This is an optimization exercise on Yosys and OpenROAD, whose aim is a short achievable clock period and few clock cycles, not a production implementation.
Where RTL was checked, it was by simulation tests only, not by an equivalence proof against the original.
For run 4, only the layout was checked, not whether the RTL still works.
The flow treats the clock pin as an ideal source, which a real chip does not have.
No activity file was given, so power comes from the tool's default toggle rates.

[flow/design.v]
module adder32(in1, in2, out);
input [31:0] in1, in2;
output [31:0] out;
assign out = (in1 + in2);
endmodule
module mux2#(parameter WIDTH = 8)
            (d0, d1, s, y);
	input [WIDTH-1:0] d0, d1;
	input s;
	output [WIDTH-1:0] y;
	assign y = s ? d1 : d0; 
endmodule
module pc(rst, clk, newPc, pc);
input rst, clk;
input [31:0] newPc;
output reg [31:0] pc;
always @(negedge rst or posedge clk)
begin
if (!rst)
	pc <= 0;
else
	pc <= newPc;
end
endmodule
module pcAdd(pc, pcPlus4);
input [31:0] pc;
output [31:0] pcPlus4;
assign pcPlus4=pc+4;
endmodule
module shiftLeft2#(parameter IN_WIDTH = 8, parameter OUT_WIDTH = 8)
            (in, out);
	input [IN_WIDTH-1:0] in;
	output [OUT_WIDTH-1:0] out;
	assign out = in << 2;
endmodule
module signExtend(imm, signImm);
input [15:0] imm;
output [31:0] signImm;
assign signImm={{16{imm[15]}}, imm[15:0]};
endmodule
module alu(srcA, srcB, aluControl, shamt, aluResult, zero);
input [31:0] srcA, srcB;
input [3:0] aluControl;
input [4:0] shamt;
output reg [31:0] aluResult;
output zero;
always @(*)
begin
	case(aluControl)
		4'b0000 : aluResult=srcA&srcB;
		4'b0001 : aluResult=srcA|srcB;
		4'b0010 : aluResult=srcA+srcB;
		4'b0110 : aluResult=srcA-srcB;
		4'b0111 : aluResult=srcA<srcB?1:0;
		4'b1010 : aluResult=srcB<<shamt;
		4'b1100 : aluResult=~(srcA|srcB);
		default : aluResult=0;
	endcase
end
assign zero=aluResult==0?1:0;
endmodule
module controlUnit(opcode, funct, regDst, aluSrc, memToReg, regWrite, memRead, memWrite, branch, jump, aluControl);
input [5:0] opcode, funct;
output regDst, aluSrc, memToReg, regWrite, memRead, memWrite, branch, jump;
output [3:0] aluControl;
wire [1:0] aluOp;
mainDecoder md(opcode, regDst, aluSrc, memToReg, regWrite, memRead, memWrite, branch, jump, aluOp);
aluDecoder ad(funct, aluOp, aluControl);
endmodule
module mainDecoder(opcode, regDst, aluSrc, memToReg, regWrite, memRead, memWrite, branch, jump, aluOp);
input [5:0] opcode;
output regDst, aluSrc, memToReg, regWrite, memRead, memWrite, branch, jump;
output [1:0] aluOp;
reg [9:0] controls;
assign {regDst, aluSrc, memToReg, regWrite, memRead, memWrite, branch, jump, aluOp} = controls;
always @(*)
begin
	case(opcode)
		6'b000000: controls <= 10'b1001000010;  
		6'b100011: controls <= 10'b0111100000;  
		6'b101011: controls <= 10'b0100010000;  
		6'b000100: controls <= 10'b0000001001;  
		6'b001000, 
		6'b001001: controls <= 10'b0101000000;  
		6'b001101: controls <= 10'b0101000000;  
		6'b000010: controls <= 10'b0000000100;  
		default:   controls <= 10'bxxxxxxxxxx;  
    endcase
end
endmodule
module aluDecoder(funct, aluOp, aluControl);
input [5:0] funct;
input [1:0] aluOp;
output reg [3:0] aluControl;
always @(*)
begin
	case(aluOp)
		2'b00: aluControl <= 4'b0010;   
		2'b01: aluControl <= 4'b0110;   
		default:	case(funct)           
			6'b100000,
			6'b100001: aluControl <= 4'b0010;  
			6'b100010,
			6'b100011: aluControl <= 4'b0110;  
			6'b100100: aluControl <= 4'b0000;  
			6'b100101: aluControl <= 4'b0001;  
			6'b101010: aluControl <= 4'b0111;  
			6'b000000: aluControl <= 4'b1010;  
			default:   aluControl <= 4'bxxxx;  
        endcase
    endcase
end
endmodule
module registerFile(clk, regWrite, readReg1, readReg2, writeReg, writeData, readData1, readData2);
	input clk, regWrite;
	input [4:0] readReg1, readReg2, writeReg;
	input [31:0] writeData;
	output [31:0] readData1, readData2;
	reg [31:0] rf [31:0];
	always @(posedge clk) begin
    if (regWrite) rf[writeReg] <= writeData;
	end
	assign readData1 = (readReg1 != 0) ? rf[readReg1] : 0;
	assign readData2 = (readReg2 != 0) ? rf[readReg2] : 0;
endmodule
module mipsSystem(rst, clk, imem_addr, imem_rdata, dmem_we, dmem_addr, dmem_wdata, dmem_rdata, wb_en, wb_reg, wb_data);
input rst, clk;
output [31:0] imem_addr;
input [31:0] imem_rdata;
output dmem_we;
output [31:0] dmem_addr, dmem_wdata;
input [31:0] dmem_rdata;
output wb_en;
output [4:0] wb_reg;
output [31:0] wb_data;
reg [31:0] pc;
reg [31:0] pc_o;          
reg [31:0] rf [1:31];
reg        d_valid;
reg [31:0] d_ir, d_pc4;
reg [31:2] d_pc;
reg [31:1] d_sa, d_sb;
reg        d_fe_a, d_fm_a, d_fw_a, d_fe_b, d_fm_b, d_fw_b;
reg        d_pred;        
reg [3:0]  bt_v;
reg [31:2] bt_tag [0:3];
reg [31:2] bt_tgt [0:3];
reg [1:0]  bt_ptr;
reg [3:0]  lp_v, lp_pt;
reg [31:2] lp_tag [0:3];
reg [31:2] lp_tgt [0:3];
reg [3:0]  lp_cnt [0:3];
reg [3:0]  lp_trip [0:3];
reg [1:0]  lp_ptr;
reg        d_lp;          
reg        e_valid, e_wr, e_load, e_store, e_br, e_ld;
reg        e_sdl;         
reg [4:0]  e_dst;
reg [31:0] e_a;           
reg [31:0] e_b;           
reg [31:0] e_sd;          
reg [31:0] e_target;
reg [4:0]  e_shamt;
reg        e_op_add, e_op_sub, e_op_and, e_op_or, e_op_slt, e_op_sll, e_zop;
reg        m_valid, m_wr, m_load, m_rep;
reg [4:0]  m_dst;
reg [31:0] m_res;
reg        o_we;
reg [31:0] o_addr, o_wdata;
reg        r_en;
reg [4:0]  r_dst;
reg [31:0] r_data;
reg        w_en;
reg [31:1] w_we;          
reg [4:0]  w_dst;
reg [31:0] w_data;
wire [31:0] pc4 = pc + 32'd4;
wire [31:0] ir = imem_rdata;
wire        f_j = (ir[31:26] == 6'b000010);
wire [31:0] f_jtarget = {pc4[31:28], ir[25:0], 2'b00};
wire [4:0]  f_rs = ir[25:21];
wire [4:0]  f_rt = ir[20:16];
wire [31:0] f_sa = 32'd1 << f_rs;
wire [31:0] f_sb = 32'd1 << f_rt;
wire [5:0] d_op = d_ir[31:26];
wire [4:0] d_rs = d_ir[25:21];
wire [4:0] d_rt = d_ir[20:16];
wire [4:0] d_rd = d_ir[15:11];
wire [5:0] d_fn = d_ir[5:0];
wire [31:0] d_sext = {{16{d_ir[15]}}, d_ir[15:0]};
wire d_rtype = (d_op == 6'b000000);
wire d_lw    = (d_op == 6'b100011);
wire d_sw    = (d_op == 6'b101011);
wire d_beq   = (d_op == 6'b000100);
wire d_jmp   = (d_op == 6'b000010);
wire d_addi  = (d_op == 6'b001000) | (d_op == 6'b001001) | (d_op == 6'b001101);
wire d_wr    = d_rtype | d_lw | d_addi;
wire [4:0] d_dst = d_rtype ? d_rd : d_rt;
wire d_sll   = d_rtype & (d_fn == 6'b000000);
wire [31:0] alu_res;
wire        e_zero, e_eq;
wire        e_zok = e_valid & e_zop;
wire d_bsame = d_beq & (d_rs == d_rt);                                     
wire d_fast  = d_beq & (d_rt == 5'd0) & d_fe_a & e_zok;                    
wire d_bcond = d_beq & ~d_bsame & ~d_fast;
wire [31:0] d_target = d_pc4 + {d_sext[29:0], 2'b00};
wire d_use_rs = ~d_jmp & ~d_sll & ~d_bsame;
wire d_use_rt = d_rtype | d_bcond;
wire stall = d_valid & e_ld & ((d_use_rs & d_fe_a) | (d_use_rt & d_fe_b));
genvar gi;
wire [31:0] m_val = m_load ? dmem_rdata : m_res;
reg  [31:0] d_ra, d_rb;
integer ri, lj;
always @(*) begin
	d_ra = 32'd0;
	d_rb = 32'd0;
	for (ri = 1; ri < 32; ri = ri + 1) begin
		d_ra = d_ra | ({32{d_sa[ri]}} & rf[ri]);
		d_rb = d_rb | ({32{d_sb[ri]}} & rf[ri]);
	end
end
wire [31:0] d_a_f = ({32{d_fe_a}} & alu_res) | ({32{d_fm_a}} & m_val) | ({32{d_fw_a}} & w_data) | d_ra;
wire [31:0] d_b_f = ({32{d_fe_b}} & alu_res) | ({32{d_fm_b}} & m_val) | ({32{d_fw_b}} & w_data) | d_rb;
wire f_fe_a = d_valid & d_wr & (d_dst == f_rs) & (f_rs != 5'd0);
wire f_fe_b = d_valid & d_wr & (d_dst == f_rt) & (f_rt != 5'd0);
wire f_fm_a = e_valid & e_wr & (e_dst == f_rs) & (f_rs != 5'd0);
wire f_fm_b = e_valid & e_wr & (e_dst == f_rt) & (f_rt != 5'd0);
wire f_fw_a = m_valid & m_wr & (m_dst == f_rs) & (f_rs != 5'd0);
wire f_fw_b = m_valid & m_wr & (m_dst == f_rt) & (f_rt != 5'd0);
wire [31:0] d_sa_h = 32'd1 << d_rs;
wire [31:0] d_sb_h = 32'd1 << d_rt;
ealu alu0(.a(e_a), .b(e_b), .sd(e_sd),
          .op_add(e_op_add), .op_sub(e_op_sub), .op_and(e_op_and), .op_or(e_op_or),
          .op_slt(e_op_slt), .op_sll(e_op_sll), .shamt(e_shamt),
          .res(alu_res), .zero(e_zero), .eq(e_eq));
wire e_redirect = e_valid & e_br & e_eq;
wire d_mispred = d_pred & ~d_bsame;
wire d_lpfix = d_lp & ~(d_fast & e_zero);
wire d_redirect = d_valid & ~stall & ((d_bsame & ~d_pred) | d_mispred | d_lpfix | (d_fast & e_zero & ~d_lp));
wire [31:0] d_rtarget = (d_mispred | d_lp) ? d_pc4 : d_target;
wire [3:0] lp_hit, lp_m;
genvar li;
generate
	for (li = 0; li < 4; li = li + 1) begin : lpt
		assign lp_hit[li] = lp_v[li] & lp_pt[li] & (lp_tag[li] == pc[31:2]);
		assign lp_m[li]   = lp_v[li] & (lp_tag[li] == d_pc);
	end
endgenerate
wire        f_lph = |lp_hit;
wire [31:2] f_lptgt = ({30{lp_hit[0]}} & lp_tgt[0]) | ({30{lp_hit[1]}} & lp_tgt[1]) |
                      ({30{lp_hit[2]}} & lp_tgt[2]) | ({30{lp_hit[3]}} & lp_tgt[3]);
wire        lp_upd = d_valid & d_fast & ~e_redirect;
wire        lp_new = lp_upd & ~|lp_m;
wire d_install = d_valid & d_bsame & ~d_pred & ~e_redirect;
wire [3:0] bt_hit;
genvar bi;
generate
	for (bi = 0; bi < 4; bi = bi + 1) begin : btb
		assign bt_hit[bi] = bt_v[bi] & (bt_tag[bi] == pc[31:2]);
	end
endgenerate
wire        f_hit = |bt_hit;
wire [31:2] f_htgt = ({30{bt_hit[0]}} & bt_tgt[0]) | ({30{bt_hit[1]}} & bt_tgt[1]) |
                     ({30{bt_hit[2]}} & bt_tgt[2]) | ({30{bt_hit[3]}} & bt_tgt[3]);
wire [31:0] pc_next = e_redirect ? e_target :
                      d_redirect ? d_rtarget :
                      stall      ? pc :
                      f_j        ? f_jtarget :
                      f_hit      ? {f_htgt, 2'b00} :
                      f_lph      ? {f_lptgt, 2'b00} : pc4;
wire hold = stall & ~e_redirect & ~d_redirect;
wire [31:0] pc_adv = e_redirect ? e_target :
                     d_redirect ? d_rtarget :
                     f_j        ? f_jtarget :
                     f_hit      ? {f_htgt, 2'b00} :
                     f_lph      ? {f_lptgt, 2'b00} : pc4;
assign imem_addr = pc_o;
assign dmem_we    = o_we;
assign dmem_addr  = o_addr;
assign dmem_wdata = o_wdata;
wire [31:0] m_dec = 32'd1 << m_dst;
generate
	for (gi = 1; gi < 32; gi = gi + 1) begin : rfw
		always @(posedge clk) if (w_we[gi]) rf[gi] <= w_data;
	end
endgenerate
wire m_rep_now = m_valid & m_wr & ~m_rep;
wire e_rep_now = ~m_rep_now & e_valid & e_wr & ~e_load;
assign wb_en   = r_en;
assign wb_reg  = r_dst;
assign wb_data = r_data;
wire e_take = d_valid & ~e_redirect & ~stall;
always @(posedge clk or negedge rst) begin
	if (!rst) begin
		pc      <= 32'd0;
		d_valid <= 1'b0;
		e_valid <= 1'b0;
		m_valid <= 1'b0;
		w_en    <= 1'b0;
		bt_v    <= 4'd0;
		bt_ptr  <= 2'd0;
		lp_v    <= 4'd0;
		lp_ptr  <= 2'd0;
	end else begin
		if (lp_new) begin
			lp_v[lp_ptr] <= 1'b1;
			lp_ptr       <= lp_ptr + 2'd1;
		end
		if (d_install) begin
			bt_v[bt_ptr] <= 1'b1;
			bt_ptr       <= bt_ptr + 2'd1;
		end
		pc      <= pc_next;
		if (e_redirect | d_redirect) d_valid <= 1'b0;
		else if (!stall) d_valid <= 1'b1;
		e_valid <= e_take & (d_wr | d_sw | d_bcond);
		m_valid <= e_valid;
		w_en    <= m_valid & m_wr;
	end
end
always @(posedge clk) begin
	pc_o <= !rst ? 32'd0 : hold ? pc : pc_adv;
	o_we <= e_valid & e_store;
	r_en <= m_rep_now | e_rep_now;
	if (!stall) begin
		d_ir    <= ir;
		d_pc4   <= pc4;
		d_pc    <= pc[31:2];
		d_pred  <= f_hit & ~f_j;
		d_lp    <= f_lph & ~f_hit & ~f_j;
	end
	if (!stall) begin
		d_fe_a <= f_fe_a;
		d_fm_a <= f_fm_a & ~f_fe_a;
		d_fw_a <= f_fw_a & ~f_fm_a & ~f_fe_a;
		d_sa   <= (f_fe_a | f_fm_a | f_fw_a) ? 31'd0 : f_sa[31:1];
		d_fe_b <= f_fe_b;
		d_fm_b <= f_fm_b & ~f_fe_b;
		d_fw_b <= f_fw_b & ~f_fm_b & ~f_fe_b;
		d_sb   <= (f_fe_b | f_fm_b | f_fw_b) ? 31'd0 : f_sb[31:1];
	end else begin
		d_fe_a <= 1'b0;
		d_fm_a <= d_fe_a;
		d_fw_a <= d_fm_a;
		d_sa   <= (d_fe_a | d_fm_a) ? 31'd0 : d_sa_h[31:1];
		d_fe_b <= 1'b0;
		d_fm_b <= d_fe_b;
		d_fw_b <= d_fm_b;
		d_sb   <= (d_fe_b | d_fm_b) ? 31'd0 : d_sb_h[31:1];
	end
	if (lp_new) begin
		lp_tag[lp_ptr]  <= d_pc;
		lp_tgt[lp_ptr]  <= d_target[31:2];
		lp_cnt[lp_ptr]  <= e_zero ? 4'd0 : 4'd1;
		lp_trip[lp_ptr] <= e_zero ? 4'd1 : 4'd0;
		lp_pt[lp_ptr]   <= e_zero;
	end
	for (lj = 0; lj < 4; lj = lj + 1) begin
		if (lp_upd & lp_m[lj]) begin
			if (e_zero) begin
				lp_trip[lj] <= (lp_cnt[lj] == 4'd15) ? 4'd0 : lp_cnt[lj] + 4'd1;
				lp_cnt[lj]  <= 4'd0;
				lp_pt[lj]   <= (lp_cnt[lj] == 4'd0);
			end else begin
				lp_cnt[lj]  <= (lp_cnt[lj] == 4'd15) ? 4'd15 : lp_cnt[lj] + 4'd1;
				lp_pt[lj]   <= (lp_trip[lj] != 4'd0) & (lp_cnt[lj] + 4'd2 == lp_trip[lj]);
			end
		end
	end
	if (d_install) begin
		bt_tag[bt_ptr] <= d_pc;
		bt_tgt[bt_ptr] <= d_target[31:2];
	end
	e_wr      <= d_wr;
	e_load    <= d_lw;
	e_ld      <= e_take & d_lw & (d_rt != 5'd0);
	e_sdl     <= d_fe_b & e_load;
	e_store   <= d_sw;
	e_br      <= d_bcond;
	e_dst     <= d_dst;
	e_a       <= d_a_f;
	e_b       <= d_rtype ? d_b_f : d_sext;
	e_sd      <= d_b_f;
	e_target  <= d_target;
	e_shamt   <= d_ir[10:6];
	e_op_add  <= ~d_rtype | (d_fn == 6'b100000) | (d_fn == 6'b100001);
	e_op_sub  <= d_rtype & ((d_fn == 6'b100010) | (d_fn == 6'b100011));
	e_op_and  <= d_rtype & (d_fn == 6'b100100);
	e_op_or   <= d_rtype & (d_fn == 6'b100101);
	e_op_slt  <= d_rtype & (d_fn == 6'b101010);
	e_op_sll  <= d_sll;
	e_zop     <= (d_rtype & ((d_fn == 6'b100000) | (d_fn == 6'b100001) | (d_fn == 6'b100010) |
	                         (d_fn == 6'b100011) | (d_fn == 6'b100100) | (d_fn == 6'b100101)) |
	              d_addi) & (d_dst != 5'd0);
	m_wr    <= e_wr;
	m_load  <= e_load;
	m_dst   <= e_dst;
	if (e_valid & e_wr) m_res <= alu_res;
	m_rep   <= e_rep_now;
	o_addr  <= alu_res;
	o_wdata <= e_sdl ? dmem_rdata : e_sd;
	r_dst   <= m_rep_now ? m_dst : e_dst;
	r_data  <= m_rep_now ? m_val : alu_res;
	w_dst  <= m_dst;
	w_we   <= {31{m_valid & m_wr}} & m_dec[31:1];
	w_data <= m_val;
end
endmodule
module ealu(a, b, sd, op_add, op_sub, op_and, op_or, op_slt, op_sll, shamt, res, zero, eq);
input  [31:0] a, b, sd;    
input         op_add, op_sub, op_and, op_or, op_slt, op_sll;
input  [4:0]  shamt;
output [31:0] res;
output        zero;      
output        eq;        
wire [31:0] add = a + b;
wire [32:0] sub = {1'b0, a} - {1'b0, b};
wire [31:0] other = ({32{op_and}} & (a & b))
                  | ({32{op_or}}  & (a | b))
                  | ({32{op_sll}} & (b << shamt));
assign res = ({32{op_add}} & add) | ({32{op_sub}} & sub[31:0]) |
             {other[31:1], other[0] | (op_slt & sub[32])};
wire zadd = &(~(a ^ b ^ {a[30:0] | b[30:0], 1'b0}));
assign zero = op_add ? zadd : op_sub ? (a == b) : op_and ? ~|(a & b) : ~|(a | b);
assign eq = (a == sd);
endmodule
[flow/flow/run.sh]
#!/bin/bash
# Standard ORFS layout with these changes to how it is made (the SDC is unchanged):
#  - synthesis is the standard flow's, but ABC maps with flow/abc.script (a delay-driven
#    mapping), and no full/half adder cells are extracted (ADDER_MAP_FILE empty);
#  - timing repair aimed at a setup margin well above the 11 ns clock, so that
#    repair keeps improving paths that already meet it;
#  - repair may resize cells to other footprints (MATCH_CELL_FOOTPRINT 0);
#  - before CTS, flow/pre_cts.tcl puts output registers next to their pins;
#  - after CTS, flow/post_cts.tcl strengthens the output port buffers and runs
#    more repair, and flow/post_grt.tcl repairs again after global routing.
set -euo pipefail
MARGIN=${MARGIN:-7.5}
export MY_ABC_SCRIPT=$PWD/flow/abc.script
bash standard.sh ADDER_MAP_FILE= SETUP_SLACK_MARGIN=$MARGIN MATCH_CELL_FOOTPRINT=0 \
  SYNTH_SCRIPT=$PWD/flow/synth.tcl PRE_CTS_TCL=$PWD/flow/pre_cts.tcl POST_CTS_TCL=$PWD/flow/post_cts.tcl POST_GLOBAL_ROUTE_TCL=$PWD/flow/post_grt.tcl finish > flow_make.log 2>&1
[flow/flow/abc.script]
strash
dch -f
map -D 1200
topo
buffer -c
upsize -c
dnsize -c
[flow/flow/post_cts.tcl]
# Run after ORFS's own CTS-stage repair (POST_CTS_TCL hook). Constraints are
# the design's; the output delays are relaxed only while one repair pass runs
# (so that it works on the register-to-register paths), and put back before
# anything is written. Output port buffers are moved next to the registers that
# drive them and made strong, and those registers get their strongest size.
estimate_parasitics -placement
set blk [ord::get_db_block]
foreach bterm [$blk getBTerms] {
  if {[$bterm getIoType] != "OUTPUT"} continue
  set buf ""
  foreach it [[$bterm getNet] getITerms] { if {[$it isOutputSignal]} { set buf [$it getInst] } }
  if {$buf == ""} continue
  set in_net ""
  foreach it [$buf getITerms] { if {[$it isInputSignal]} { set in_net [$it getNet] } }
  if {$in_net == ""} continue
  set ff ""
  foreach it [$in_net getITerms] { if {[$it isOutputSignal]} { set ff [$it getInst] } }
  if {$ff == ""} continue
  set loc [$ff getLocation]
  $buf setLocation [lindex $loc 0] [lindex $loc 1]
  replace_cell [$buf getName] sky130_fd_sc_hd__buf_8
  set m [[$ff getMaster] getName]
  if {[regsub {_[0-9]+$} $m {_4} m4] && $m4 != $m && [llength [get_lib_cells -quiet */$m4]]} { replace_cell [$ff getName] $m4 }
}
detailed_placement
estimate_parasitics -placement
set outs [all_outputs]
set_output_delay 0.5 -clock core_clock $outs
repair_timing -setup -setup_margin 7.9 -repair_tns 100

set_output_delay 2.2 -clock core_clock $outs
repair_timing -setup -setup_margin 7.6 -repair_tns 100
detailed_placement
check_placement -verbose
estimate_parasitics -placement
puts "post_cts: worst setup slack [worst_slack -max]"
[flow/flow/post_grt.tcl]
# Run after ORFS's global routing and its repair (POST_GLOBAL_ROUTE_TCL hook):
# one more repair pass with global-route parasitics, output delays relaxed only
# while it runs, then the modified nets are routed again and the guides rewritten.
estimate_parasitics -global_routing

set outs [all_outputs]
set_output_delay 0.5 -clock core_clock $outs
repair_timing -setup -setup_margin 7.9 -repair_tns 100
set_output_delay 2.2 -clock core_clock $outs
repair_timing -setup -hold -setup_margin 7.6 -repair_tns 100
global_route -start_incremental
detailed_placement
global_route -end_incremental
estimate_parasitics -global_routing
puts "post_grt: worst setup slack [worst_slack -max]"
write_guides $::env(RESULTS_DIR)/route.guide
[flow/flow/pre_cts.tcl]
# Before CTS: each output port's register and buffer (but imem_addr's) go next
# to the pin.
set blk [ord::get_db_block]
set core [$blk getCoreArea]
set cx0 [$core xMin]; set cy0 [$core yMin]; set cx1 [$core xMax]; set cy1 [$core yMax]
foreach bterm [$blk getBTerms] {
  if {[$bterm getIoType] != "OUTPUT"} continue
  # imem_addr's registers stay where placement put them: their inputs are
  # the critical next-pc logic
  if {[string match "imem_addr*" [$bterm getName]]} continue
  set buf ""
  foreach it [[$bterm getNet] getITerms] { if {[$it isOutputSignal]} { set buf [$it getInst] } }
  if {$buf == ""} continue
  set in_net ""
  foreach it [$buf getITerms] { if {[$it isInputSignal]} { set in_net [$it getNet] } }
  if {$in_net == ""} continue
  set ff ""
  foreach it [$in_net getITerms] { if {[$it isOutputSignal]} { set ff [$it getInst] } }
  if {$ff == ""} continue
  set bb [$bterm getBBox]
  set x [expr {([$bb xMin] + [$bb xMax]) / 2}]
  set y [expr {([$bb yMin] + [$bb yMax]) / 2}]
  set x [expr {max($cx0, min($cx1 - 20000, $x))}]
  set y [expr {max($cy0, min($cy1 - 5440, $y))}]
  $ff setLocation $x $y
  $buf setLocation $x $y
}
detailed_placement
[flow/flow/synth.tcl]
# The standard flow's synthesis script (synth_recipe.tcl), with ABC's mapping script
# replaced by the one named in MY_ABC_SCRIPT; registers are unchanged.
proc synth {args} { yosys synth -nofsm -noshare {*}$args }
proc abc {args} {
  set i [lsearch -exact $args -script]
  if {$i >= 0 && [info exists ::env(MY_ABC_SCRIPT)]} { lset args [expr {$i + 1}] $::env(MY_ABC_SCRIPT) }
  yosys abc {*}$args
}
source $::env(SCRIPTS_DIR)/synth.tcl
# left out here: clear keep_hierarchy, flatten, clean up, hide names made inside functions, write 1_2_yosys.v
[flow/standard.sh]
#!/bin/bash
# synth_recipe.tcl (not shown) runs the flow's synth.tcl, then flattens the netlist and writes it again
# the make line also repeats each setting of config.mk as NAME=value (left out here)
make -C /OpenROAD-flow-scripts/flow DESIGN_CONFIG=/design/flow/config.mk WORK_HOME=/design/flow/orfs CLKGATE_MAP_FILE= SYNTH_SCRIPT=/design/flow/synth_recipe.tcl "${@:-finish}"
[flow/config.mk]
export PLATFORM = sky130hd
export DESIGN_NAME = mipsSystem
export DESIGN_NICKNAME = mipsSystem
export VERILOG_FILES = /design/flow/design.v
export SDC_FILE = /design/flow/constraint.sdc
export NUM_CORES = 8
export LEC_CHECK = 0
export CAP_MARGIN = 20
export CORE_MARGIN = 2
export CORE_UTILIZATION = 40
export CTS_CLUSTER_DIAMETER = 80
export CTS_CLUSTER_SIZE = 25
export PLACE_DENSITY = 0.6
export SLEW_MARGIN = 20
[flow/constraint.sdc]
create_clock -name core_clock -period 11.0 [get_ports {clk}]
set_input_delay 2.2000 -clock core_clock [delete_from_list [all_inputs] [get_ports {clk}]]
set_output_delay 2.2000 -clock core_clock [all_outputs]
set_load 0.01 [all_outputs]
==> results of run 1 <==
## synth_stat cells, drive strengths merged, types with 100 or more instances
| master | count |
|---|---|
| a221oi | 100 |
| a21oi | 264 |
| nand4 | 534 |
| a22oi | 974 |
| nand3 | 331 |
| o2111ai | 104 |
| buf | 172 |
| xnor2 | 104 |
| o22ai | 103 |
| dfxtp | 425 |
| nand2 | 1460 |
| inv | 797 |
| clkbuf | 266 |
| nor3 | 145 |
| edfxtp | 1636 |
| nor2 | 680 |
| o21ai | 427 |
## layout make-up
type / instances / area [um^2]
Multi-Input combinational cell: 5985 / 38200
Timing Repair Buffer: 888 / 9780
Sequential cell: 2108 / 59600
Tap cell: 3220 / 4030
Timing Repair inverter: 8 / 123
Fill cell: 22000 / 126000
Inverter: 811 / 3310
Antenna cell: 48 / 120
Clock buffer: 157 / 3210
Clock inverter: 64 / 915
## state kept, by name, summed over array words and instances, names as in the netlist, 16 cells and up
| signal | count |
|---|---|
| w_data | 32 |
| pc | 32 |
| pc_o | 32 |
| d_pc | 30 |
| o_wdata | 32 |
| d_pc4 | 32 |
| lp_cnt | 16 |
| lp_tag | 120 |
| lp_trip | 16 |
| r_data | 32 |
| bt_tgt | 120 |
| m_res | 32 |
| w_we | 31 |
| e_target | 32 |
| e_sd | 32 |
| lp_tgt | 120 |
| d_sa | 31 |
| d_ir | 32 |
| e_b | 32 |
| o_addr | 32 |
| bt_tag | 120 |
| rf | 992 |
| d_sb | 31 |
| e_a | 32 |
## how the worst max path moves through the flow
stage	end	cells past startpoint
finish	wb_data[16]	1
detailed placement	e_a[20]	7
global placement	e_a[20]	7
floorplan	bt_tag[0][0]	11
## routing by layer
layer / routed length, um / GRT usage (%) / up-vias
li1: - / - / 36200
met1: 187000 / 51.9 / 45300
met2: 220000 / 58.9 / 9559
met3: 84900 / 15.2 / 2470
met4: 55000 / 32.6 / 40
met5: 483 / 0.617 / -
## through the flow
stage	std cells	worst slack, ns
final	13300	7.43
after floorplan	9334	6.50
after detailed placement	12600	5.25
after global placement	12600	5.25
## cell families after synthesis
group                     share of synthesized area, %
and+or+nand+nor                                   15.9
AOI/OAI and AO/OA                                 17.0
DFF                                               59.8
buffers and inverters                             5.15
xor gates and xnor gates                          1.76
muxes                                            0.396
## power by group through the flow
stage | registers (mW) | clock network [mW] | logic (mW)
3_3_place_gp | 9.65 | 0 | 4.69
2_1_floorplan | 9.57 | 0 | 2.13
3_5_place_dp | 9.65 | 0 | 4.67
6_report | 9.56 | 5.31 | 5.97
==> results.toml, run 1 <==
[run_status]
outcome = "finished clean"

[floorplanning]
core_um2 = 245000
die_x_um = 500
std_cell_rows = 182
initial_core_util_pct = 40.1
die_area_um2 = 250000
die_y_um = 500
io_pins = 201

[placed_design]
gp_congestion = 1.05
io_buffers = 200
hpwlAfterDp_mm = 346
place_area_um2 = 105000

[critical_path]
arrival_ns = 1.37
cp_slowest_cell = "dfxtp_4"
regToRegSetupSlack_ns = 7.69
worst-path-buf-inv = 1
r2r_end = "pc_o[25]"
critPathTopFamily = "flip-flops"
crit_start = "r_data[16]"
r2r_start = "pc[24]"
max_stage_delay_ns = 0.37
cp-start-kind = "flip-flop"
cp-end-kind = "output pin"
r2r_cells = 13
cp_max_fo = 1
crit_path_cell_trace = "buf_8"
cp.required_ns = 8.80
crit_type = "flip-flop to output pin"

[pwr]
comb_power_share_pct = 28.6
power.switching_mw = 7.56
power_density_nw_per_um2 = 175
leakage_nw = 42.6
pwr-share-clk_pct = 25.5
p_int_mw = 13.3
power_mw = 20.8
seqPwrFrac_pct = 45.9
p_sw_share_pct = 36.3
peakVddDrop_uv = 144

[yosys]
netlist_top_cells_area = "edfxtp_1, dfxtp_1, a22oi_1"
mappedNetlistNets = 9400
yosys_warnings = 2
synth_top_area_share_pct = 49.9
synth_largest_area_cell = "edfxtp_1"
synth_edf_count = 1636
ys_types = 96
syn_avg_cell_area_um2 = 10.5
syn_area_um2 = 98400
postSynthCellCount = 9334
ys_ff_latch = 2108
async_flop_share_pct = 2.23
yosysSeqAreaShare_pct = 59.8
ys.flop_type = "edfxtp_1"

[route]
detail_route.wl_per_cell_um = 41.2
initialDrtViolationCount = 19400
vias_per_cell = 7.04
via_count = 93600
totalWireLength_mm = 547
drc = 0
ant_nets = 0
firstDrtPassIters = 8

[timing]
tns_ns = 0
timing.final.crit_share_pct = 32.5
setup_violations = 0
drv_slew = 0
max_slew_margin_pct = 15.0
hold_viol = 0
fin_crit_ns = 3.57
hold_slack_ns = 0.353
fmax_mhz = 280
clock-skew-final_ns = 0.0854
tightest_slew_ns = 1.27

[min_path]
hold_end = "m_wr"
hold_path_class = "flip-flop to flip-flop"
hold_path_startpoint = "e_wr"
holdPathStages = 0

[clock_network]
clkSlewWorstSetupHoldPaths_ns = 0.10
cts_sinks = 2108
cts_tree = "yes"
insertion_delay_ns = 0.88

[layout]
synthToLayoutAreaGrowth_pct = 21.4
layout_commonest_cell = "edfxtp_1"
final_util_pct = 48.7
drive_above_1_share_pct = 21.6
design_area_um2 = 119000
final_nets = 9985
mostFrequentLayoutCells = "edfxtp_1, nand2_1, a22oi_1"

[global_routing]
grt_use_total_pct = 41.9
overflow = 0
grt_max_degree = 72
grt_pass1_wl_mm = 722
grt_pass1_vias = 85200
antenna_found_initial = 65

[flow_run]
max-cap-violations = 0
Testbench counts, summed over its fixed seeds: cycles 139,596.
==> run 2, diff against run 1 <==
--- a/flow/config.mk
+++ b/flow/config.mk
@@ -7,7 +7,7 @@
 export LEC_CHECK = 0
 export CAP_MARGIN = 20
 export CORE_MARGIN = 2
-export CORE_UTILIZATION = 40
+export CORE_UTILIZATION = 45
 export CTS_CLUSTER_DIAMETER = 80
 export CTS_CLUSTER_SIZE = 25
 export PLACE_DENSITY = 0.6
==> run 2 against run 1 <==
Compared with the run above: via count is 1.0% higher; worst setup slack got worse by 0.0069 ns; fmax shrank 0.19%; power is 1.6% higher; critical path depth did not move; still clean on timing, DRC and antenna; critical endpoint is now imem_addr[20]; largest power group unchanged.
==> results.toml, run 2 <==
[global_routing]
grt_pass1_wl_mm = 734
overflow = 0
grt_pass1_vias = 86600
grt_max_degree = 61
antenna_found_initial = 78
grt_use_total_pct = 48.2

[yosys]
yosys_warnings = 2
netlist_top_cells_area = "edfxtp_1, dfxtp_1, a22oi_1"
ys_types = 96
async_flop_share_pct = 2.23
synth_common_cells = "edfxtp_1, nand2_1, a22oi_1"
synth_top_area_share_pct = 49.9
ys_ff_latch = 2108
syn_avg_cell_area_um2 = 10.5
postSynthCellCount = 9334
synth_largest_area_cell = "edfxtp_1"
synth_edf_count = 1636
syn_area_um2 = 98400
ys.flop_type = "edfxtp_1"
synth.most_common_cell = "edfxtp_1"
yosysSeqAreaShare_pct = 59.8
mappedNetlistNets = 9400

[clock_network]
cts_tree = "yes"
insertion_delay_ns = 0.90
cts_sinks = 2108
clkSlewWorstSetupHoldPaths_ns = 0.10

[floorplanning]
die_y_um = 472
initial_core_util_pct = 45.3
io_pins = 201
die_area_um2 = 222000
die_x_um = 472
core_um2 = 217000
std_cell_rows = 171

[pwr]
peakVddDrop_uv = 161
leakage_nw = 43.1
power_mw = 21.2
power_density_nw_per_um2 = 177

[critical_path]
max_stage_delay_ns = 0.36
cp_slowest_cell = "dfxtp_4"
worst-path-buf-inv = 1
arrival_ns = 1.38
cp_max_fo = 1
cp-end-kind = "output pin"
crit_path_cell_trace = "buf_8"
critPathTopFamily = "flip-flops"
crit_type = "flip-flop to output pin"
cp.required_ns = 8.80
cp-start-kind = "flip-flop"

[route]
vias_per_cell = 7.29
initialDrtViolationCount = 19800
ant_nets = 0
drc = 0
via_count = 94600
firstDrtPassIters = 13
detail_route.wl_per_cell_um = 43.0
totalWireLength_mm = 558

[layout]
final_nets = 10000
layout_commonest_cell = "edfxtp_1"
synthToLayoutAreaGrowth_pct = 22.0
regMostFlops = "rf"
mostFrequentLayoutCells = "edfxtp_1, nand2_1, a22oi_1"
drive_above_1_share_pct = 22.8
largest_register_ffs = 992

[timing]
tns_ns = 0
fmax_mhz = 280
drv_slew = 0
hold_viol = 0
fin_crit_ns = 3.58
setup_violations = 0
max_slew_margin_pct = 16.8
tightest_slew_ns = 1.25
timing.final.crit_share_pct = 32.5
clock-skew-final_ns = 0.0675

[placed_design]
io_buffers = 200
gp_congestion = 1.04
hpwlAfterDp_mm = 352

[run_status]
outcome = "finished clean"

[flow_run]
max-cap-violations = 0

[min_path]
hold_path_class = "flip-flop to flip-flop"
==> run 2: cell counts after synthesis <==
Identical to the previous run, type by type.
==> run 2: area by class of cell <==
| cell class | instances | area [um^2] |
|---|---|---|
| flip-flops and latches | 2108 | 59600 |
| fillers | 18700 | 97200 |
| well taps | 2854 | 3570 |
| repair inverters | 5 | 80.1 |
| multi-input cells | 5985 | 38700 |
| clock buffers | 162 | 3340 |
| inverters | 811 | 3350 |
| diodes | 48 | 120 |
| clock inverters | 66 | 882 |
| repair buffers | 943 | 10300 |
==> run 2: final timing paths <==
check                      depth (start not counted)  slack (ns)             to     start
setup / recovery                                   1        7.42  imem_addr[20]  pc_o[20]
hold / removal                                     0        0.36           m_wr      e_wr
setup reg to reg                                  10        7.73        e_b[11]    m_load
hold reg to reg                                    0        0.36           m_wr      e_wr
max in group asynchronous                          2        8.55          pc[4]       rst
min in group asynchronous                          2        1.73        bt_v[3]       rst
==> run 2: per-stage QoR <==
stage               setup slack, ns  hold slack [ns]  instance area (um^2)  std cells  utilization (%)
finish                         7.42            0.364                120000      13000             55.2
detailed placement             5.34            0.348                105000      12200             48.1
global placement               4.01            0.338                104000      12200             48.1
floorplan                      6.50            0.331                 98600       9334                -
==> run 2: worst register-to-register path: stages (launching register included) <==
cell and delay, ns:
dfxtp_2 0.60, buf_4 0.66, mux2_4 0.42, nand2_2 0.07, nand3_2 0.11, a2111oi_4 0.35, nand4_1 0.25, nor4_4 0.30
nand2_4 0.18, nand2_1 0.09, o21ai_1 0.07
==> run 2: cell families (layout without fill, tap and decap cells) <==
group / count (synthesis) / count (layout) / synth area share (%)
AND/OR/NAND/NOR: 3365 / 3372 / 15.9
AO/OA/AOI/OAI: 2378 / 2379 / 17.0
flip-flops: 2108 / 2108 / 59.8
buffers and inverters: 1249 / 1987 / 5.15
XOR/XNOR: 198 / 198 / 1.76
multiplexers: 36 / 36 / 0.396
other: 0 / 48 / 0
==> run 2: routing by layer <==
metal  vias up  global-route usage (%)  share of wire (%)
met1     45600                    58.7                 34
li1      36300                       -                  -
met5         -                   0.779               0.15
met3      2792                    18.9                 16
met2      9754                    67.2                 40
met4        68                    39.2                 11
==> run 2: report_power, final <==
group	switching (mW)	leakage, nW	internal, mW
Combinational	4.31	21.9	1.93
Clock	3.05	2.05	2.35
Sequential	0.356	19.1	9.18
Total	7.72	43.1	13.5
==> run 3, diff against run 2 <==
--- a/flow/flow/run.sh
+++ b/flow/flow/run.sh
@@ -5,6 +5,7 @@
 #  - timing repair aimed at a setup margin well above the 11 ns clock, so that
 #    repair keeps improving paths that already meet it;
 #  - repair may resize cells to other footprints (MATCH_CELL_FOOTPRINT 0);
+#  - clock nets get the double-spacing non-default routing rule (CTS_ARGS);
 #  - before CTS, flow/pre_cts.tcl puts output registers next to their pins;
 #  - after CTS, flow/post_cts.tcl strengthens the output port buffers and runs
 #    more repair, and flow/post_grt.tcl repairs again after global routing.
@@ -12,4 +13,4 @@
 MARGIN=${MARGIN:-7.5}
 export MY_ABC_SCRIPT=$PWD/flow/abc.script
 bash standard.sh ADDER_MAP_FILE= SETUP_SLACK_MARGIN=$MARGIN MATCH_CELL_FOOTPRINT=0 \
-  SYNTH_SCRIPT=$PWD/flow/synth.tcl PRE_CTS_TCL=$PWD/flow/pre_cts.tcl POST_CTS_TCL=$PWD/flow/post_cts.tcl POST_GLOBAL_ROUTE_TCL=$PWD/flow/post_grt.tcl finish > flow_make.log 2>&1
+  "CTS_ARGS=-sink_clustering_enable -repair_clock_nets -sink_clustering_size 25 -sink_clustering_max_diameter 80 -apply_ndr full" SYNTH_SCRIPT=$PWD/flow/synth.tcl PRE_CTS_TCL=$PWD/flow/pre_cts.tcl POST_CTS_TCL=$PWD/flow/post_cts.tcl POST_GLOBAL_ROUTE_TCL=$PWD/flow/post_grt.tcl finish > flow_make.log 2>&1
--- a/flow/config.mk
+++ b/flow/config.mk
@@ -7,7 +7,7 @@
 export LEC_CHECK = 0
 export CAP_MARGIN = 20
 export CORE_MARGIN = 2
-export CORE_UTILIZATION = 45
+export CORE_UTILIZATION = 40
 export CTS_CLUSTER_DIAMETER = 80
 export CTS_CLUSTER_SIZE = 25
 export PLACE_DENSITY = 0.6
==> run 3 against run 2 <==
Compared with the run above: die area rose by 12%; largest power group unchanged; synthesized area stayed put; hold slack got worse by 0.011 ns; still clean on timing, DRC and antenna.
==> results.toml, run 3 <==
[global_routing]
grt_pass1_wl_mm = 722
antenna_found_initial = 65
grt_max_degree = 72
overflow = 0
grt_use_total_pct = 41.9
grt_pass1_vias = 85200

[clock_network]
clkSlewWorstSetupHoldPaths_ns = 0.10
insertion_delay_ns = 0.88
cts_sinks = 2108
cts_tree = "yes"

[placed_design]
placedCellCount = 12600
io_buffers = 200
gp_congestion = 1.05
hpwlAfterDp_mm = 346
place_ws_ns = 5.25

[route]
vias_per_cell = 7.04
detail_route.wl_per_cell_um = 41.2
drc = 0
totalWireLength_mm = 547
firstDrtPassIters = 8
ant_nets = 0
via_count = 93600
initialDrtViolationCount = 19400

[floorplanning]
io_pins = 201
die_area_um2 = 250000
core_um2 = 245000
std_cell_rows = 182
die_y_um = 500
initial_core_util_pct = 40.1
die_x_um = 500

[yosys]
synth_edf_count = 1636
synth_common_cells = "edfxtp_1, nand2_1, a22oi_1"
syn_area_um2 = 98400
yosysSeqAreaShare_pct = 59.8
async_flop_share_pct = 2.23
ys.flop_type = "edfxtp_1"
synth_top_area_share_pct = 49.9
ys_types = 96
syn_avg_cell_area_um2 = 10.5
mappedNetlistNets = 9400
netlist_top_cells_area = "edfxtp_1, dfxtp_1, a22oi_1"
postSynthCellCount = 9334
synth_largest_area_cell = "edfxtp_1"
synth.most_common_cell = "edfxtp_1"
ys_ff_latch = 2108
yosys_warnings = 2

[critical_path]
cp-end-kind = "output pin"
crit_type = "flip-flop to output pin"
worst-path-buf-inv = 1
crit_end = "wb_data[16]"
max_stage_delay_ns = 0.37
cp-start-kind = "flip-flop"
cp_max_fo = 1
arrival_ns = 1.37
cp.depth = 1
regToRegSetupSlack_ns = 7.69
r2r_cells = 13
crit_start = "r_data[16]"
r2r_start = "pc[24]"
r2r_end = "pc_o[25]"
critPathTopFamily = "flip-flops"
crit_path_cell_trace = "buf_8"
cp.required_ns = 8.80
cp_slowest_cell = "dfxtp_4"

[layout]
final_nets = 9985
synthToLayoutAreaGrowth_pct = 21.4
final_util_pct = 48.7
mostFrequentLayoutCells = "edfxtp_1, nand2_1, a22oi_1"
instances_no_fill = 13300
largest_register_ffs = 992
layout_commonest_cell = "edfxtp_1"
drive_above_1_share_pct = 21.6
regMostFlops = "rf"
n_fill_cell = 22000

[timing]
clock-skew-final_ns = 0.0854
tns_ns = 0
setup_violations = 0
tightest_slew_ns = 1.27
postLayoutSetupSlackWorst_ns = 7.43
drv_slew = 0
hold_viol = 0
fin_crit_ns = 3.57
max_slew_margin_pct = 15.0
fmax_mhz = 280
timing.final.crit_share_pct = 32.5

[run_status]
outcome = "finished clean"

[pwr]
leakage_nw = 42.6
peakVddDrop_uv = 144
power_mw = 20.8
power_density_nw_per_um2 = 175

[min_path]
holdPathStages = 0
hold_path_startpoint = "e_wr"
hold_path_class = "flip-flop to flip-flop"

[flow_run]
max-cap-violations = 0
==> run 3: cell counts after synthesis <==
No cell type changed its count.
==> run 3: where the power goes <==
part | total, mW | switching, mW | internal (mW)
Combinational | 5.97 | 4.14 | 1.83
Clock | 5.31 | 3.04 | 2.28
Sequential | 9.56 | 0.380 | 9.18
==> run 3: cell families (layout without fill, tap and decap cells) <==
logic type      after synthesis  count (layout)  synth area share, %
flops                      2108            2108                 59.8
mux                          36              36                0.396
other cells                   0              48                    0
buf+inv                    1249            1928                 5.15
compound gates             2378            2378                 17.0
simple gates               3365            3373                 15.9
xor+xnor                    198             198                 1.76
==> run 3: worst min-delay path by stage <==
stage / to / slack [ns]
floorplan: m_wr / 0.33
global placement: m_wr / 0.34
detailed placement: m_wr / 0.34
finish: m_wr / 0.35
==> run 3: layer usage <==
metal / routed length [um] / track usage, % / vias to the layer above
li1: - / - / 36200
met1: 187000 / 51.9 / 45300
met2: 220000 / 58.9 / 9559
met3: 84900 / 15.2 / 2470
met4: 55000 / 32.6 / 40
met5: 483 / 0.617 / -
==> run 3: final cells by class <==
cell class / instances / area, um^2 / share of cell area, %
clock buffers: 157 / 3210 / 2.69
repair inverters: 8 / 123 / 0.103
multi-input cells: 5985 / 38200 / 32.0
repair buffers: 888 / 9780 / 8.20
clock inverters: 64 / 915 / 0.766
flip-flops and latches: 2108 / 59600 / 50.0
well taps: 3220 / 4030 / 3.37
diodes: 48 / 120 / 0.101
inverters: 811 / 3310 / 2.77
==> run 3: metrics by stage <==
| step | hold slack [ns] | cell area (um^2) |
|---|---|---|
| 2_1_floorplan | 0.331 | 98600 |
| 3_3_place_gp | 0.336 | 105000 |
| 3_5_place_dp | 0.339 | 105000 |
| 6_report | 0.353 | 119000 |
==> run 4, diff against run 3 <==
--- a/flow/design.v
+++ b/flow/design.v
@@ -236,7 +236,7 @@
 wire e_redirect = e_valid & e_br & e_eq;
 wire d_mispred = d_pred & ~d_bsame;
 wire d_lpfix = d_lp & ~(d_fast & e_zero);
-wire d_redirect = d_valid & ~stall & ((d_bsame & ~d_pred) | d_mispred | d_lpfix | (d_fast & e_zero & ~d_lp));
+wire d_redirect = d_valid & ((d_bsame & ~d_pred) | d_mispred | d_lpfix | (d_fast & e_zero & ~d_lp));
 wire [31:0] d_rtarget = (d_mispred | d_lp) ? d_pc4 : d_target;
 wire [3:0] lp_hit, lp_m;
 genvar li;
==> flow/flow/run.sh (replaced) <==
#!/bin/bash
# Standard ORFS layout with these changes to how it is made (the SDC is unchanged):
#  - synthesis is the standard flow's, but ABC maps with flow/abc.script (a delay-driven
#    mapping), and no full/half adder cells are extracted (ADDER_MAP_FILE empty);
#  - timing repair aimed at a setup margin well above the 11 ns clock, so that
#    repair keeps improving paths that already meet it;
#  - repair may resize cells to other footprints (MATCH_CELL_FOOTPRINT 0);
#  - after CTS, flow/post_cts.tcl strengthens the output port buffers and runs
#    more repair, and flow/post_grt.tcl repairs again after global routing.
set -euo pipefail
MARGIN=${MARGIN:-7.5}
export MY_ABC_SCRIPT=$PWD/flow/abc.script
bash standard.sh ADDER_MAP_FILE= SETUP_SLACK_MARGIN=$MARGIN MATCH_CELL_FOOTPRINT=0 \
  SYNTH_SCRIPT=$PWD/flow/synth.tcl POST_CTS_TCL=$PWD/flow/post_cts.tcl POST_GLOBAL_ROUTE_TCL=$PWD/flow/post_grt.tcl finish > flow_make.log 2>&1
removed: flow/flow/pre_cts.tcl
==> run 4 against run 3 <==
Compared with the run above: still clean; core utilization up 0.89 points; via count rose by 1.3%; critical endpoint is now wb_data[23]; global-route usage grew 0.26 points; register-to-register slack lost 0.14 ns; routed wire length increased by 0.80%; clock power up 4.5%; count of clock-buffer cells in the layout up 6.
==> results.toml, run 4 <==
[critical_path]
regToRegSetupSlack_ns = 7.55
arrival_ns = 1.39
r2r_end = "pc_o[0]"
critPathTopFamily = "flip-flops"
max_stage_delay_ns = 0.36
cp_max_fo = 1
cp-end-kind = "output pin"
crit_start = "r_data[23]"
r2r_cells = 14
crit_path_cell_trace = "buf_12"
worst-path-buf-inv = 1
cp.required_ns = 8.80
crit_type = "flip-flop to output pin"
r2r_start = "e_a[27]"
cp-start-kind = "flip-flop"
cp_slowest_cell = "dfxtp_4"

[timing]
tns_ns = 0
tightest_slew_ns = 1.31
postLayoutSetupSlackWorst_ns = 7.41
fmax_mhz = 278
setup_violations = 0
clock-skew-final_ns = 0.111
fin_crit_ns = 3.59
drv_slew = 0
hold_viol = 0
max_slew_margin_pct = 11.8
timing.final.crit_share_pct = 32.7

[layout]
design_area_um2 = 122000
mostFrequentLayoutCells = "edfxtp_1, nand2_1, a22oi_1"
regMostFlops = "rf"
final_util_pct = 49.6
synthToLayoutAreaGrowth_pct = 23.4
largest_register_ffs = 992
layout_commonest_cell = "edfxtp_1"
final_nets = 10300
drive_above_1_share_pct = 22.6

[yosys]
synth_common_cells = "edfxtp_1, nand2_1, a22oi_1, inv_1, nor2_1"
mappedNetlistNets = 9568
postSynthCellCount = 9502
ys_ff_latch = 2108
ys.flop_type = "edfxtp_1"
synth_largest_area_cell = "edfxtp_1"
netlist_top_cells_area = "edfxtp_1, dfxtp_1, a22oi_1"
synth_top_area_share_pct = 49.9
ys_types = 98
syn_avg_cell_area_um2 = 10.4
synth_edf_count = 1636
syn_area_um2 = 98500
synth.most_common_cell = "edfxtp_1"
yosys_warnings = 2
async_flop_share_pct = 2.23
yosysSeqAreaShare_pct = 59.7

[clock_network]
cts_tree = "yes"
insertion_delay_ns = 0.89
clkSlewWorstSetupHoldPaths_ns = 0.10
cts_sinks = 2108

[min_path]
hold_path_startpoint = "e_wr"
holdPathStages = 0
hold_path_class = "flip-flop to flip-flop"
hold_end = "m_wr"

[flow_run]
max-cap-violations = 0

[route]
firstDrtPassIters = 9
totalWireLength_mm = 552
ant_nets = 0
vias_per_cell = 7.00
detail_route.wl_per_cell_um = 40.7
initialDrtViolationCount = 20200
via_count = 94800
drc = 0

[global_routing]
grt_max_degree = 62
grt_pass1_wl_mm = 728
grt_pass1_vias = 87000
overflow = 0
antenna_found_initial = 64
grt_use_total_pct = 42.1

[pwr]
peakVddDrop_uv = 158
power_mw = 21.2
power_density_nw_per_um2 = 174
leakage_nw = 43.9

[floorplanning]
die_x_um = 500
io_pins = 201
std_cell_rows = 182
core_um2 = 245000
die_area_um2 = 250000
initial_core_util_pct = 40.1
die_y_um = 500

[placed_design]
hpwlAfterDp_mm = 344
gp_congestion = 1.03
place_area_um2 = 105000
io_buffers = 200
place_ws_ns = 5.37

[run_status]
outcome = "finished clean"
[run 4: cell families after synthesis]
group                  after synthesis  synth area share, %
AND/OR/NAND/NOR                   3647                 17.1
AO/OA/AOI/OAI                     2234                 15.9
flip-flops                        2108                 59.7
buffers and inverters             1292                 5.19
XOR/XNOR                           185                 1.65
multiplexers                        36                0.389
[run 4: layout make-up]
cell class | count | area (um^2)
diodes | 23 | 57.6
multi-input cells | 6112 | 38800
clock inverters | 66 | 1030
clock buffers | 163 | 3350
inverters | 876 | 3660
repair inverters | 3 | 23.8
repair buffers | 983 | 11000
well taps | 3220 | 4030
fillers | 21800 | 124000
flip-flops and latches | 2108 | 59600
[run 4: metrics by stage]
stage,hold WS (ns),cells
2_1_floorplan,0.331,9502
3_3_place_gp,0.344,12800
3_5_place_dp,0.353,12800
6_report,0.373,13600
[run 4: where the power goes]
part / internal (mW) / leakage, nW / switching, mW
combinational: 1.88 / 22.7 / 4.21
sequential: 9.19 / 19.1 / 0.348
clock: 2.46 / 2.12 / 3.09
[run 4: layer usage]
layer / track usage (%) / share of wire (%) / vias to the layer above
li1: - / - / 36800
met1: 52.6 / 34 / 45800
met2: 59.3 / 40 / 9570
met3: 15.5 / 16 / 2639
met4: 31.4 / 10 / 54
met5: 0.193 / 0.11 / -
[run 4: worst max-delay path by stage]
stage	to	slack, ns	cells past startpoint
after floorplan	bt_tag[0][0]	7.39	9
after global placement	d_sb[8]	5.30	12
after detailed placement	d_sb[4]	5.37	12
final	wb_data[23]	7.41	1
==> run 5, diff against run 4 <==
--- a/flow/design.v
+++ b/flow/design.v
@@ -236,7 +236,7 @@
 wire e_redirect = e_valid & e_br & e_eq;
 wire d_mispred = d_pred & ~d_bsame;
 wire d_lpfix = d_lp & ~(d_fast & e_zero);
-wire d_redirect = d_valid & ((d_bsame & ~d_pred) | d_mispred | d_lpfix | (d_fast & e_zero & ~d_lp));
+wire d_redirect = d_valid & ~stall & ((d_bsame & ~d_pred) | d_mispred | d_lpfix | (d_fast & e_zero & ~d_lp));
 wire [31:0] d_rtarget = (d_mispred | d_lp) ? d_pc4 : d_target;
 wire [3:0] lp_hit, lp_m;
 genvar li;
==> run 5 against run 4 <==
Compared with the run above: worst setup slack better by 0.0038 ns; via count down 1.6%; clock skew decreased by 0.016 ns; sequential power about the same; combinational power down 2%; global-route usage decreased by 0.18 points; clock power shrank 6.7%; fmax up 0.10%; synthesized area down 0.11%; power decreased by 2.1%; highest routed layer unchanged.
==> results.toml, run 5 <==
[pwr]
power_density_nw_per_um2 = 174
leakage_nw = 42.5
power_mw = 20.7
peakVddDrop_uv = 143

[layout]
design_area_um2 = 119000
final_nets = 9999
regMostFlops = "rf"
drive_above_1_share_pct = 21.7
instances_no_fill = 13300
multi_input_comb_area_um2 = 38200
largest_register_ffs = 992
mostFrequentLayoutCells = "edfxtp_1, nand2_1, a22oi_1"
synthToLayoutAreaGrowth_pct = 21.2
n_fill_cell = 22100
seqCellArea_um2 = 59600
final_util_pct = 48.6
layout_commonest_cell = "edfxtp_1"

[placed_design]
place_ws_ns = 5.25
placedCellCount = 12600
place_area_um2 = 105000
io_buffers = 200
hpwlAfterDp_mm = 346
gp_congestion = 1.05

[critical_path]
max_stage_delay_ns = 0.36
r2r_cells = 15
arrival_ns = 1.39
cp-end-kind = "output pin"
critPathTopFamily = "flip-flops"
crit_path_cell_trace = "buf_8"
cp-start-kind = "flip-flop"
crit_type = "flip-flop to output pin"
worst-path-buf-inv = 1
cp_slowest_cell = "dfxtp_4"
cp.depth = 1
cp.required_ns = 8.80
cp_max_fo = 1

[run_status]
outcome = "finished clean"

[global_routing]
grt_pass1_wl_mm = 723
antenna_found_initial = 57
grt_max_degree = 72
grt_use_total_pct = 41.9
overflow = 0
grt_pass1_vias = 85200

[clock_network]
clkSlewWorstSetupHoldPaths_ns = 0.11
insertion_delay_ns = 0.91
cts_sinks = 2108
cts_tree = "yes"

[route]
initialDrtViolationCount = 18900
via_count = 93300
drc = 0
vias_per_cell = 7.02
totalWireLength_mm = 547
detail_route.wl_per_cell_um = 41.1
ant_nets = 0
firstDrtPassIters = 8

[yosys]
ys.flop_type = "edfxtp_1"
syn_avg_cell_area_um2 = 10.5
postSynthCellCount = 9334
synth_top_area_share_pct = 49.9
synth_common_cells = "edfxtp_1, nand2_1, a22oi_1"
synth.most_common_cell = "edfxtp_1"
mappedNetlistNets = 9400
yosys_warnings = 2
yosysSeqAreaShare_pct = 59.8
netlist_top_cells_area = "edfxtp_1, dfxtp_1, a22oi_1"
syn_area_um2 = 98400
ys_ff_latch = 2108
async_flop_share_pct = 2.23
synth_edf_count = 1636
synth_largest_area_cell = "edfxtp_1"
ys_types = 96

[timing]
hold_viol = 0
max_slew_margin_pct = 10.8
tightest_slew_ns = 1.33
drv_slew = 0
postLayoutSetupSlackWorst_ns = 7.41
tns_ns = 0
clock-skew-final_ns = 0.0954
fin_crit_ns = 3.59
setup_violations = 0
timing.final.crit_share_pct = 32.6
hold_slack_ns = 0.353
fmax_mhz = 279

[flow_run]
max-cap-violations = 0

[floorplanning]
std_cell_rows = 182
io_pins = 201
die_x_um = 500
die_y_um = 500
core_um2 = 245000
die_area_um2 = 250000
initial_core_util_pct = 40.1

[min_path]
hold_path_class = "flip-flop to flip-flop"
holdPathStages = 0
[run 5: worst paths after layout]
check / from / endpoint / slack [ns]
hold / removal: e_wr / m_wr / 0.35
setup / recovery: r_data[28] / wb_data[28] / 7.41
setup reg to reg: e_b[5] / e_a[28] / 7.74
min in group asynchronous: rst / pc[7] / 1.70
max in group asynchronous: rst / lp_v[0] / 8.53
hold reg to reg: e_wr / m_wr / 0.35
[run 5: logic make-up after synthesis]
family,count (synthesis),synth area share (%)
buf+inv,1249,5.15
simple gates,3365,15.9
xor+xnor,198,1.76
mux,36,0.396
compound gates,2378,17.0
flops,2108,59.8
[run 5: power by group]
part	leakage, nW	internal (mW)	switching [mW]	total, mW
Clock	1.90	2.15	3.03	5.18
Sequential	19.1	9.18	0.377	9.56
Combinational	21.5	1.85	4.13	5.98
[run 5: layer usage]
metal  GRT usage [%]  vias to the layer above  part of all wire, %
met5           0.212                        -                0.061
li1                -                    36200                    -
met1            52.0                    45100                   34
met2            58.9                     9436                   40
met3            15.2                     2529                   16
met4            33.2                       26                   10
[run 5: layout make-up]
| type | instances | share of cell area, % |
|---|---|---|
| sequential | 2108 | 50.0 |
| multi-input combinational | 5986 | 32.1 |
| timing repair buffer | 905 | 8.26 |
| tap | 3220 | 3.38 |
| inverter | 811 | 2.79 |
| clock buffer | 162 | 2.65 |
| clock inverter | 60 | 0.671 |
| antenna | 41 | 0.0861 |
| timing repair inverter | 5 | 0.0462 |
Testbench counts of run 5, summed over its fixed seeds: cycles 139,596.
==> run 6, diff against run 5 <==
--- a/flow/flow/run.sh
+++ b/flow/flow/run.sh
@@ -5,10 +5,11 @@
 #  - timing repair aimed at a setup margin well above the 11 ns clock, so that
 #    repair keeps improving paths that already meet it;
 #  - repair may resize cells to other footprints (MATCH_CELL_FOOTPRINT 0);
+#  - before CTS, flow/pre_cts.tcl puts output registers next to their pins;
 #  - after CTS, flow/post_cts.tcl strengthens the output port buffers and runs
 #    more repair, and flow/post_grt.tcl repairs again after global routing.
 set -euo pipefail
 MARGIN=${MARGIN:-7.5}
 export MY_ABC_SCRIPT=$PWD/flow/abc.script
 bash standard.sh ADDER_MAP_FILE= SETUP_SLACK_MARGIN=$MARGIN MATCH_CELL_FOOTPRINT=0 \
-  SYNTH_SCRIPT=$PWD/flow/synth.tcl POST_CTS_TCL=$PWD/flow/post_cts.tcl POST_GLOBAL_ROUTE_TCL=$PWD/flow/post_grt.tcl finish > flow_make.log 2>&1
+  SYNTH_SCRIPT=$PWD/flow/synth.tcl PRE_CTS_TCL=$PWD/flow/pre_cts.tcl POST_CTS_TCL=$PWD/flow/post_cts.tcl POST_GLOBAL_ROUTE_TCL=$PWD/flow/post_grt.tcl finish > flow_make.log 2>&1
--- a/flow/flow/post_cts.tcl
+++ b/flow/flow/post_cts.tcl
@@ -2,9 +2,11 @@
 # the design's; the output delays are relaxed only while one repair pass runs
 # (so that it works on the register-to-register paths), and put back before
 # anything is written. Output port buffers are moved next to the registers that
-# drive them and made strong, and those registers get their strongest size.
+# drive them, and each such register and buffer pair gets the sizes that time
+# best (and is then left alone by repair).
 estimate_parasitics -placement
 set blk [ord::get_db_block]
+set out_pairs {}
 foreach bterm [$blk getBTerms] {
   if {[$bterm getIoType] != "OUTPUT"} continue
   set buf ""
@@ -18,9 +20,31 @@
   if {$ff == ""} continue
   set loc [$ff getLocation]
   $buf setLocation [lindex $loc 0] [lindex $loc 1]
-  replace_cell [$buf getName] sky130_fd_sc_hd__buf_8
-  set m [[$ff getMaster] getName]
-  if {[regsub {_[0-9]+$} $m {_4} m4] && $m4 != $m && [llength [get_lib_cells -quiet */$m4]]} { replace_cell [$ff getName] $m4 }
+  lappend out_pairs [list [$bterm getName] [$ff getName] [$buf getName]]
+}
+detailed_placement
+estimate_parasitics -placement
+
+# Size each output's register and buffer together: the pair with the best
+# slack at the port.
+foreach pr $out_pairs {
+  lassign $pr port ffn bufn
+  set base [get_property [get_lib_cells -of_objects [get_cells $ffn]] name]
+  regsub {_[0-9]+$} $base {} fam
+  set best_s -1e9; set best {}
+  foreach fsz {1 2 4} {
+    if {![llength [get_lib_cells -quiet */${fam}_$fsz]]} continue
+    replace_cell $ffn ${fam}_$fsz
+    foreach bsz {4 6 8 12} {
+      replace_cell $bufn sky130_fd_sc_hd__buf_$bsz
+      set sl [get_property [get_ports $port] slack_max]
+      if {$sl > $best_s} { set best_s $sl; set best [list ${fam}_$fsz sky130_fd_sc_hd__buf_$bsz] }
+    }
+  }
+  replace_cell $ffn [lindex $best 0]
+  replace_cell $bufn [lindex $best 1]
+  set_dont_touch [get_cells $ffn]
+  set_dont_touch [get_cells $bufn]
 }
 detailed_placement
 estimate_parasitics -placement
==> flow/flow/pre_cts.tcl (new file) <==
# Before CTS: each output port's register and buffer go next to the pin.
set blk [ord::get_db_block]
set core [$blk getCoreArea]
set cx0 [$core xMin]; set cy0 [$core yMin]; set cx1 [$core xMax]; set cy1 [$core yMax]
foreach bterm [$blk getBTerms] {
  if {[$bterm getIoType] != "OUTPUT"} continue
  set buf ""
  foreach it [[$bterm getNet] getITerms] { if {[$it isOutputSignal]} { set buf [$it getInst] } }
  if {$buf == ""} continue
  set in_net ""
  foreach it [$buf getITerms] { if {[$it isInputSignal]} { set in_net [$it getNet] } }
  if {$in_net == ""} continue
  set ff ""
  foreach it [$in_net getITerms] { if {[$it isOutputSignal]} { set ff [$it getInst] } }
  if {$ff == ""} continue
  set bb [$bterm getBBox]
  set x [expr {([$bb xMin] + [$bb xMax]) / 2}]
  set y [expr {([$bb yMin] + [$bb yMax]) / 2}]
  set x [expr {max($cx0, min($cx1 - 20000, $x))}]
  set y [expr {max($cy0, min($cy1 - 5440, $y))}]
  $ff setLocation $x $y
  $buf setLocation $x $y
}
detailed_placement
==> run 6 against run 5 <==
Compared with the run above: synthesized cell count unchanged; synthesized area unchanged; the flow now stops in global routing.
==> results.toml, run 6 <==
[floorplanning]
initial_core_util_pct = 40.1
die_x_um = 500
io_pins = 201
std_cell_rows = 182
die_y_um = 500

[placed_design]
gp_congestion = 1.05
hpwlAfterDp_mm = 346
place_ws_ns = 5.25
io_buffers = 200

[yosys]
synth_largest_area_cell = "edfxtp_1"
yosys_warnings = 2
synth_compound_area_share_pct = 17.0
synthSimpleGateAreaFrac_pct = 15.9
synthAdderAreaFrac_pct = 0
ys_types = 96
synth.most_common_cell = "edfxtp_1"
postSynthCellCount = 9334
ys.flop_type = "edfxtp_1"
async_flop_share_pct = 2.23
netlist_top_cells_area = "edfxtp_1, dfxtp_1, a22oi_1"
syn_area_um2 = 98400
syn_avg_cell_area_um2 = 10.5
mappedNetlistNets = 9400
synth_xor_area_share_pct = 1.76
synthMuxAreaShare_pct = 0.396
synth_top_area_share_pct = 49.9
synth_edf_count = 1636
ys_ff_latch = 2108
synth_top_family_by_area = "compound AO/OA/AOI/OAI gates"
synth_common_cells = "edfxtp_1, nand2_1, a22oi_1"
yosysSeqAreaShare_pct = 59.8

[global_routing]
grt_max_degree = 72

[run_status]
outcome = "did not finish"
error_line = "[ERROR RSZ-3006] Failed to insert buffer before loads for net _00181_"
lastStage = "global routing"

[clock_network]
cts_sinks = 2108
[run 6: how the worst max path moves through the flow]
stage / slack, ns / start / cells after the start / to
3_5_place_dp: 5.25 / dmem_rdata[20] / 7 / e_a[20]
3_3_place_gp: 5.25 / dmem_rdata[20] / 7 / e_a[20]
2_1_floorplan: 6.50 / d_ir[19] / 11 / bt_tag[0][0]
[run 6: kinds of logic after synthesis]
kind of cell,count (synthesis)
simple gates,3365
compound gates,2378
flops,2108
buf+inv,1249
xor+xnor,198
mux,36
[run 6: stage by stage]
| step | cells | hold WS (ns) | power, mW | cell area (um^2) |
|---|---|---|---|---|
| detailed placement | 12600 | 0.339 | 14.3 | 105000 |
| floorplan | 9334 | 0.331 | 11.7 | 98600 |
| global placement | 12600 | 0.336 | 14.3 | 105000 |
[run 6: power groups by stage]
| stage | Clock (mW) | Combinational (mW) | Sequential (mW) |
|---|---|---|---|
| after floorplan | 0 | 2.13 | 9.57 |
| after global placement | 0 | 4.69 | 9.65 |
| after detailed placement | 0 | 4.67 | 9.65 |

## static timing again, ports no longer ideal
The flow's constraints put no driver on any port. The routed layouts listed below were extracted and timed again, unchanged, in two steps.
Step 1: set_driving_cell puts a clkbuf_16 on clk and a buf_2 on each other input, an assumption about the parent block.
Step 2 times the ports against the registers' clock, not the clock port: input delays grow and output delays shrink by t, the midpoint of the rising clock arrivals with the driver on.
Slacks: ideal ports / drivers / drivers and shift; pairs: ideal ports / drivers.
| run | shift t [ns] | slack for setup (ns) | clock arrival spread, ns | worst register clock-pin slew, ns | worst slew at a driven data input, ns |
|---|---|---|---|---|---|
| run 1 | 0.949 | 7.430 / 7.337 / 6.795 | 0.117 / 0.118 | 0.11 / 0.11 | 0.25 |
| run 2 | 0.961 | 7.423 / 7.325 / 6.796 | 0.071 / 0.071 | 0.11 / 0.11 | 0.25 |
| run 3 | 0.949 | 7.430 / 7.337 / 6.795 | 0.117 / 0.118 | 0.11 / 0.11 | 0.25 |
| run 4 | 0.935 | 7.407 / 7.307 / 6.814 | 0.115 / 0.115 | 0.12 / 0.12 | 0.15 |
| run 5 | 0.954 | 7.411 / 7.319 / 6.863 | 0.105 / 0.104 | 0.11 / 0.11 | 0.25 |
After both steps every run listed still meets setup and hold.
